Source: an optimization exercise on an open RTL-to-GDS flow (aim: small area, a short achievable clock period and few clock cycles per item). Production flows keep margins and buffers that such runs may drop.
In this exercise RTL edits were held to simulation tests only and were not proved equivalent to the original.
No driver is modelled on the clock port, so clock power and skew are understated where the tree is cut down; a real chip needs a root buffer or a tree.
Power is estimated from default activity; no workload was simulated.

Setup of the previous run:
==> flow/design.v (excerpt) <==
module sharpening_hw(clk, rst_n, s_axis_tdata, s_axis_tvalid, s_axis_tuser, s_axis_tlast, s_axis_tready, m_axis_tdata, m_axis_tvalid, m_axis_tuser, m_axis_tlast, m_axis_tready, hwsw_sel);
    input wire clk;
    input wire rst_n;
    input wire [23:0] s_axis_tdata;
    input wire s_axis_tvalid;
    input wire s_axis_tuser;
    input wire s_axis_tlast;
    output wire s_axis_tready;
    output wire [23:0] m_axis_tdata;
    output wire m_axis_tvalid;
    output wire m_axis_tuser;
    output wire m_axis_tlast;
    input wire m_axis_tready;
    input wire hwsw_sel;
    localparam W = 1280;
    localparam L = 40;
    reg        v0, va, vb, v3, ov, kv;
    reg [25:0] d0, da, db, d3;       
    reg [63:0] p0;                   
    reg [15:0] sa, ca;
    reg [7:0]  yb;
    reg [35:0] t3;                   
    reg [49:0] od, kd;               
    reg [5:0]  ph;                   
    reg        started;
    reg        e0n, ea, eb;          
    reg        proc;                 
    wire [63:0] lp;
    intensity_lut il0(.rgb(s_axis_tdata), .p(lp));
    wire [15:0] ls, lc;
    intensity_kernel ik0(.p(p0), .s(ls), .c(lc));
    wire [7:0] y;
    intensity_sum is0(.s(sa), .c(ca), .y(y));
    wire signed [10:0] d_h;
    wire [8:0] d_v;
    wire proc_n;
    stencil_buf #(.W(W), .L(L)) sb0(
        .clk(clk), .rst_n(rst_n), .we(proc), .we_n(proc_n), .y_in(yb), .d_h(d_h), .d_v(d_v));
    wire [23:0] sharp3;
    wire [35:0] tb;
  ...
Settings: LEC_CHECK=0, ABC_CLOCK_PERIOD_IN_PS=2500, CAP_MARGIN=20, CORE_MARGIN=2, CORE_UTILIZATION=72, SETUP_SLACK_MARGIN=2.5, SLEW_MARGIN=20; clock period 5.0 ns.
standard.sh (not shown) runs the stock make flow with config.mk's settings and CLKGATE_MAP_FILE= SYNTH_SCRIPT=/design/flow/synth_recipe.tcl, a recipe that flattens the netlist after the stock synthesis.
==> flow/flow/run.sh <==
#!/bin/bash
# The standard layout, with three changes:
# - the data ports grouped on one edge (io.tcl runs just before the I/O pins
#   are placed);
# - clock tree synthesis without dummy loads;
# - after clock tree synthesis, the tree's root buffer removed, so the clock
#   port drives the four first-level buffers directly (rootless.tcl). Global
#   routing then repairs timing on the changed tree as usual.
set -euo pipefail
export PRE_IO_PLACEMENT_TCL="$PWD/flow/io.tcl"
export CTS_ARGS="-sink_clustering_enable -repair_clock_nets -sink_clustering_size 28 -sink_clustering_max_diameter 60 -dont_use_dummy_load"
export POST_CTS_TCL="$PWD/flow/rootless.tcl"
bash standard.sh > standard.log 2>&1
Other scripts of this flow, unchanged in this note and not shown: flow/flow/io.tcl, flow/flow/rootless.tcl
The previous run ended with every stage complete and zero timing, DRC or antenna violations.
Testbench counts of the previous run, summed over its fixed seeds: cycles 41,000, pixels 40,960.
diff inputs: the previous run => the current run
==> flow/flow/run.sh <==
#!/bin/bash
# The standard layout, with these changes:
# - the data ports grouped on one edge (io.tcl runs just before the I/O pins
#   are placed);
# - clock tree synthesis without dummy loads;
# - after clock tree synthesis, the tree's root buffer removed, so the clock
#   port drives the four first-level buffers directly (rootless.tcl). Global
#   routing then repairs timing on the changed tree as usual;
# - also after clock tree synthesis, port buffers that placement left as
#   delay cells replaced by plain buffers (portbuf.tcl).
set -euo pipefail
export PRE_IO_PLACEMENT_TCL="$PWD/flow/io.tcl"
export CTS_ARGS="-sink_clustering_enable -repair_clock_nets -sink_clustering_size 28 -sink_clustering_max_diameter 60 -dont_use_dummy_load"
export POST_CTS_TCL="$PWD/flow/post_cts.tcl"
bash standard.sh > standard.log 2>&1
==> flow/flow/portbuf.tcl (new file) <==
# Port buffers that placement left as delay cells become plain buffers; the
# timing repair after global routing then sizes them as it does any buffer.
proc plain_port_buffers {} {
  set n 0
  foreach inst [[ord::get_db_block] getInsts] {
    set name [$inst getName]
    if {![regexp {^(input|output)[0-9]+$} $name]} continue
    if {[string match "*clkdlybuf*" [[$inst getMaster] getName]] || [string match "*dlygate*" [[$inst getMaster] getName]]} {
      $inst swapMaster [[ord::get_db] findMaster sky130_fd_sc_hd__buf_4]
      incr n
    }
  }
  puts "plain_port_buffers: $n port buffers replaced"
}
plain_port_buffers
==> flow/flow/post_cts.tcl (new file) <==
source [file join [file dirname [info script]] rootless.tcl]
source [file join [file dirname [info script]] portbuf.tcl]
## What came out
On number of vias after detailed routing, the current run and the previous run are neck and neck.
Compared with the previous run, in the current run minimum clock period after layout closely matched the old numbers; aggregate routed wire length closely matched the old numbers; share of the clock period used by the worst path closely matched the old numbers; number of filler cells placed in the layout closely matched the old numbers; clock-cell share of area closely matched the old numbers.
Compared with the previous run, in the current run proportion of total power due to net switching shows no meaningful change; register-to-register slack shows no meaningful change; overall routing resource usage shows no meaningful change.

## port drivers added, routing unchanged
No port has a modelled driver above. Below, the same layouts with a new extraction and two added sets of constraints.
Step 1 (the two cells are an assumption about what drives the block):
set clk [get_ports {clk}]
set_driving_cell -lib_cell sky130_fd_sc_hd__clkbuf_16 $clk
set_driving_cell -lib_cell sky130_fd_sc_hd__buf_2 [delete_from_list [all_inputs] $clk]
Step 2 times the ports against the registers' clock, not the clock port: input delays grow and output delays shrink by t, the midpoint of the rising clock arrivals with the driver on.
a / b / c = ideal / step 1 / step 2; a / b = the first two.
| run | shift t [ns] | setup slack, ns | pins driven straight from the clock port |
|---|---|---|---|
| the previous run | 1.026 | 2.288 / 2.213 / 1.792 | 4 |
| the current run | 1.026 | 2.288 / 2.207 / 1.873 | 4 |
After both steps every run listed still meets setup and hold. The setup slack of the previous run, which loses most, moves by -0.075 ns with the drivers and by -0.496 ns with both steps. Setup slack includes reset recovery checks.
